Source: an optimization exercise on an open RTL-to-GDS flow (aim: small area and a short achievable clock period). Production flows keep margins and buffers that such runs may drop.
At most, simulation tests tie the RTL to the original design; equivalence was not proved.
No activity file was given, so power comes from the tool's default toggle rates.

==> inputs of run X <==
Design counter, start of the top module:
module counter(out,data,load,reset,clk);
parameter n=939;
output[n-1:0] out;
input[n-1:0] data;
input load,clk,reset;
reg[n-1:0] out;
wire[n-1:0] nxt;
wire[234:0] gn;    
wire bf0;
wire bf1;
wire bf2;
wire bf3;
wire bf4;
wire bf5;
wire bf6;
wire bf7;
wire bf8;
wire bf9;
wire bf10;
wire bf11;
wire bf12;
wire bf13;
wire bf14;
wire bf15;
wire bf16;
wire bf17;
wire bf18;
wire bf19;
wire bf20;
wire bf21;
wire bf22;
wire bf23;
wire bf24;
wire bf25;
wire bf26;
wire bf27;
wire bf28;
wire bf29;
wire bf30;
wire bf31;
wire bf32;
wire bf33;
wire bf34;
wire bf35;
wire bf36;
wire bf37;
wire bf38;
wire bf39;
wire bf40;
wire bf41;
wire bf42;
wire bf43;
wire bf44;
wire bf45;
wire bf46;
wire bf47;
wire bf48;
wire bf49;
wire bf50;
wire bf51;
wire bf52;
wire bf53;
wire bf54;
wire bf55;
wire bf56;
wire bf57;
wire bf58;
wire bf59;
wire bf60;
wire bf61;
wire bf62;
wire bf63;
wire bf64;
wire bf65;
wire bf66;
wire bf67;
wire bf68;
wire bf69;
wire bf70;
wire bf71;
wire bf72;
wire bf73;
wire bf74;
wire bf75;
wire bf76;
wire bf77;
wire bf78;
wire bf79;
wire bf80;
wire bf81;
wire bf82;
wire bf83;
wire bf84;
wire bf85;
wire bf86;
wire bf87;
wire bf88;
wire bf89;
wire bf90;
wire bf91;
wire bf92;
wire bf93;
wire bf94;
wire bf95;
wire bf96;
wire bf97;
wire bf98;
wire bf99;
wire bf100;
wire bf101;
wire bf102;
wire bf103;
wire bf104;
wire bf105;
wire bf106;
wire bf107;
wire bf108;
wire bf109;
wire bf110;
wire bf111;
wire bf112;
wire bf113;
wire bf114;
wire bf115;
wire bf116;
wire p0_1;
wire p0_2;
wire p0_3;
wire p0_4;
wire p0_5;
wire p0_6;
wire p0_7;
wire p0_8;
wire p0_9;
  ...
clock: 7.0 ns
lec_check: 0
cap_margin: 20
core_area: 4 4 556 176
die_area: 0 0 560 180
place_density: 0.7
setup_slack_margin: 4.0
slew_margin: 20
synth_hierarchical: 1
synth_minimum_keep_size: 0
standard.sh (not shown) runs the stock make flow with config.mk's settings and CLKGATE_MAP_FILE= SYNTH_SCRIPT=/design/flow/synth_recipe.tcl, a recipe that flattens the netlist after the stock synthesis.
==> flow/flow/run.sh <==
#!/bin/bash
export BUFFER_PORTS_ARGS="-buffer_cell sky130_fd_sc_hd__buf_1"
export PLACE_PINS_ARGS="-min_distance 1 -min_distance_in_tracks"
cp standard.sh standard.sh.txt
bash standard.sh > standard.log 2>&1
==> inputs of run R, as changes to run X <==
--- a/flow/config.mk
+++ b/flow/config.mk
@@ -9,4 +9,6 @@
 export CORE_AREA = 4 4 556 176
+export CTS_CLUSTER_DIAMETER = 60
+export CTS_CLUSTER_SIZE = 24
 export DIE_AREA = 0 0 560 180
-export PLACE_DENSITY = 0.7
+export PLACE_DENSITY = 0.6
 export SETUP_SLACK_MARGIN = 4.0
==> inputs of run D, as changes to run X <==
--- a/flow/config.mk
+++ b/flow/config.mk
@@ -8,5 +8,5 @@
 export CAP_MARGIN = 20
-export CORE_AREA = 4 4 556 176
-export DIE_AREA = 0 0 560 180
-export PLACE_DENSITY = 0.7
+export CORE_AREA = 4 4 296 296
+export DIE_AREA = 0 0 300 300
+export PLACE_DENSITY = 0.75
 export SETUP_SLACK_MARGIN = 4.0
==> inputs of run M, as changes to run X <==
--- a/flow/config.mk
+++ b/flow/config.mk
@@ -9,5 +9,7 @@
 export CORE_AREA = 4 4 556 176
+export CTS_CLUSTER_DIAMETER = 60
+export CTS_CLUSTER_SIZE = 20
 export DIE_AREA = 0 0 560 180
-export PLACE_DENSITY = 0.7
-export SETUP_SLACK_MARGIN = 4.0
+export PLACE_DENSITY = 0.5
+export SETUP_SLACK_MARGIN = 4.1
 export SLEW_MARGIN = 20
==> comparison <==
- In die area, run R and run M do not differ.
- First-iteration DRC count, highest first: run X, run R, run M.
- Run X completed without violations. Run M finished with timing, DRC and antenna clean. Run R completed with no timing, DRC or antenna violations. Run D aborted during global routing (5_1_grt) (GRT-0116).
- Against run X, the sequential share of layout area of run R is higher by 0.85 points.
- Against run R, the design area of run X is larger by 2.5%.


==> trial 84: inputs <==
==> flow/design.v <==
module counter(out,data,load,reset,clk);
parameter n=939;
output[n-1:0] out;
input[n-1:0] data;
input load,clk,reset;
reg[n-1:0] out;
always @(posedge clk or negedge reset)            
      begin
        if(!reset)  	out=0;     
        else  if(!load) out=data;	   
        else	 	out=out+1;	   
     end
endmodule
==> flow/run.sh <==
#!/bin/bash
# synth_recipe.tcl (not shown) runs the flow's synth.tcl, then flattens the netlist and writes it again
# the make line also repeats each setting of config.mk as NAME=value (left out here)
make -C /OpenROAD-flow-scripts/flow DESIGN_CONFIG=/design/flow/config.mk WORK_HOME=/design/flow/orfs CLKGATE_MAP_FILE= SYNTH_SCRIPT=/design/flow/synth_recipe.tcl finish
==> flow/config.mk <==
export PLATFORM = sky130hd
export DESIGN_NAME = counter
export DESIGN_NICKNAME = counter
export VERILOG_FILES = /design/flow/design.v
export SDC_FILE = /design/flow/constraint.sdc
export NUM_CORES = 4
export LEC_CHECK = 0
export CAP_MARGIN = 40
export CORE_AREA = 6 6 674 674
export DIE_AREA = 0 0 680 680
export PLACE_DENSITY = 0.55
export SLEW_MARGIN = 40
==> flow/constraint.sdc <==
create_clock -name core_clock -period 7.0 [get_ports {clk}]
set_input_delay 1.4000 -clock core_clock [delete_from_list [all_inputs] [get_ports {clk}]]
set_output_delay 1.4000 -clock core_clock [all_outputs]
set_load 0.01 [all_outputs]
==> trial 12: changes against trial 84 <==
==> flow/design.v (replaced) <==
module counter(out,data,load,reset,clk);
parameter n=939;
output[n-1:0] out;
input[n-1:0] data;
input load,clk,reset;
reg[n-1:0] out;
wire[n-1:0] nxt;
wire[234:0] gn;    
wire[234:0] c;     
cnt_pre pre(.gn(gn), .c(c));
genvar g;
generate for (g=0; g<235; g=g+1) begin: grp
  if (g*4+4 <= n)
    cnt_grp #(.K(4)) u(.q(out[g*4+4-1:g*4]), .d(data[g*4+4-1:g*4]), .c(c[g]), .load(load), .nxt(nxt[g*4+4-1:g*4]), .gn(gn[g]));
  else
    cnt_grp #(.K(n-g*4)) u(.q(out[n-1:g*4]), .d(data[n-1:g*4]), .c(c[g]), .load(load), .nxt(nxt[n-1:g*4]), .gn(gn[g]));
end endgenerate
always @(posedge clk or negedge reset)
  if(!reset) out <= {n{1'b0}};
  else       out <= nxt;
endmodule
module cnt_grp #(parameter K=4) (input [K-1:0] q, input [K-1:0] d, input c, input load, output [K-1:0] nxt, output gn);
wire [K-1:0] t;
assign t[0] = c;
genvar i;
generate for (i=1; i<K; i=i+1) begin: b
  assign t[i] = c & (&q[i-1:0]);
end endgenerate
assign nxt = load ? (q ^ t) : d;
assign gn = ~&q;
endmodule
module cnt_pre(input [234:0] gn, output [234:0] c);
assign c[0] = 1'b1;
genvar g;
generate for (g=1; g<235; g=g+1) begin: p
  assign c[g] = ~|gn[g-1:0];
end endgenerate
endmodule
==> flow/flow/run.sh (new file) <==
#!/bin/bash
export BUFFER_PORTS_ARGS="-buffer_cell sky130_fd_sc_hd__buf_1"
export PLACE_PINS_ARGS="-min_distance 1 -min_distance_in_tracks"
cp standard.sh standard.sh.txt
bash standard.sh > standard.log 2>&1
==> flow/standard.sh (new file) <==
#!/bin/bash
# synth_recipe.tcl (not shown) runs the flow's synth.tcl, then flattens the netlist and writes it again
# the make line also repeats each setting of config.mk as NAME=value (left out here)
make -C /OpenROAD-flow-scripts/flow DESIGN_CONFIG=/design/flow/config.mk WORK_HOME=/design/flow/orfs CLKGATE_MAP_FILE= SYNTH_SCRIPT=/design/flow/synth_recipe.tcl "${@:-finish}"
Settings changed: CORE_AREA 6 6 674 674 to 4 4 336 336, DIE_AREA 0 0 680 680 to 0 0 340 340, PLACE_DENSITY 0.55 to 0.6, SETUP_SLACK_MARGIN set to 4.5, SYNTH_HIERARCHICAL set to 1, SYNTH_MINIMUM_KEEP_SIZE set to 0.
removed: flow/run.sh
==> metrics.csv <==
metric,value,unit
status,finished clean,
min_path_type,input port to async pin,
top_power_group,the clock network,
comb_power_share,29.1,%
crit_start,out[346],
The numbers above come from trial 84.

==> metrics.csv <==
metric,value,unit
die_w,340,µm
cts.path.max_buffers,3,
cts.sink_count,939,
status,did not finish,
tool.error,[ERROR GRT-0116] Global routing finished with congestion. Check the congestion regions in the DRC Viewer.,
stop_stage,global routing (5_1_grt),
portBuffers,1880,
cts_resized,2017,
The numbers above come from trial 12.

No functional check of the RTL was part of trial 12.


==> build 24: inputs <==
counter with an RTL version that a note above also has.
clock: 7.0 ns
lec_check: 0
cap_margin: 20
core_area: 4 4 556 176
cts_cluster_diameter: 60
cts_cluster_size: 20
die_area: 0 0 560 180
place_density: 0.7
setup_slack_margin: 4.0
slew_margin: 20
synth_hierarchical: 1
synth_minimum_keep_size: 0
tns_end_percent: 10
==> flow/flow/run.sh <==
#!/bin/bash
export BUFFER_PORTS_ARGS="-buffer_cell sky130_fd_sc_hd__buf_1"
export PLACE_PINS_ARGS="-min_distance 1 -min_distance_in_tracks"
cp standard.sh standard.sh.txt
bash standard.sh > standard.log 2>&1
==> inputs of build 63, as changes to build 24 <==
Settings changed: PLACE_DENSITY 0.7 to 0.5, SETUP_SLACK_MARGIN 4.0 to 3.9, TNS_END_PERCENT 10 to not set.
==> qor summary <==
metric	build 24	build 63
End-of-flow core utilization	0.696	0.681
Switching portion of total power	0.339	0.329
Vias in the first global route	50400	48700
Reg-to-reg slack, setup	3880 ps	3850 ps
Seq area share	0.365	0.371
Seq. pwr	0.00661 W	0.00658 W
Area of all placed cells without fillers	0.0647 mm^2	0.0634 mm^2
Number of antenna violations at the first check in global routing	112	133
HPWL Detailed	194000 um	170000 um
# diodes	108	117
Signal buffers	2100	2022
Global-route wire length before repair	340000 um	307000 um
Destination of the worst register-to-register timing path	out[780]	out[724]
Time the final worst path needs with I/O delays and setup	3120 ps	3150 ps
Multi-input combinational cell area	0.0281 mm^2	0.0276 mm^2
Result of the run	no timing/DRC/antenna violations	no timing/DRC/antenna violations
Cell total after placement	8456	8445
VDD IR-drop max	0.180 mV	0.175 mV
Share of the final layout cell area in multi-input gates	0.435	0.436
Number of standard cells in the final layout excluding fillers	8794	8725
Wire length on met1	87800 um	76500 um

## what the ideal ports hide
How much do the figures lean on ideal ports? The routed layouts below were timed once more, with nothing changed but the port constraints. Step 1, drivers: a clkbuf_16 drives clk and a buf_2 each remaining input, both assumed. Step 2 also shifts input and output timing later by t, the mid clock arrival at the registers, as if the neighbouring blocks saw the same clock. a / b / c = ideal ports / drivers / drivers and shift; a / b = the first two.
run | shift t [ns] | setup slack, ns | worst setup path at the end | worst register clock-pin slew, ns | pins driven straight from the clock port
run X | 0.750 | 3.840 / 3.840 / 3.346 | input to register | 0.08 / 0.08 | 1
run R | 0.738 | 3.899 / 3.899 / 3.417 | input to register | 0.11 / 0.11 | 1
run M | 0.761 | 3.947 / 3.947 / 3.449 | input to register | 0.10 / 0.10 | 1
trial 84 | 1.010 | 1.137 / 1.137 / 1.137 | register to register | 0.08 / 0.08 | 1
build 24 | 0.764 | 3.876 / 3.876 / 3.261 | input to register | 0.11 / 0.11 | 1
build 63 | 0.758 | 3.854 / 3.854 / 3.284 | input to register | 0.10 / 0.10 | 1
After both steps every run listed still meets setup and hold. The setup slack of build 24, which loses most, moves by 0.000 ns with the drivers and by -0.615 ns with both steps.
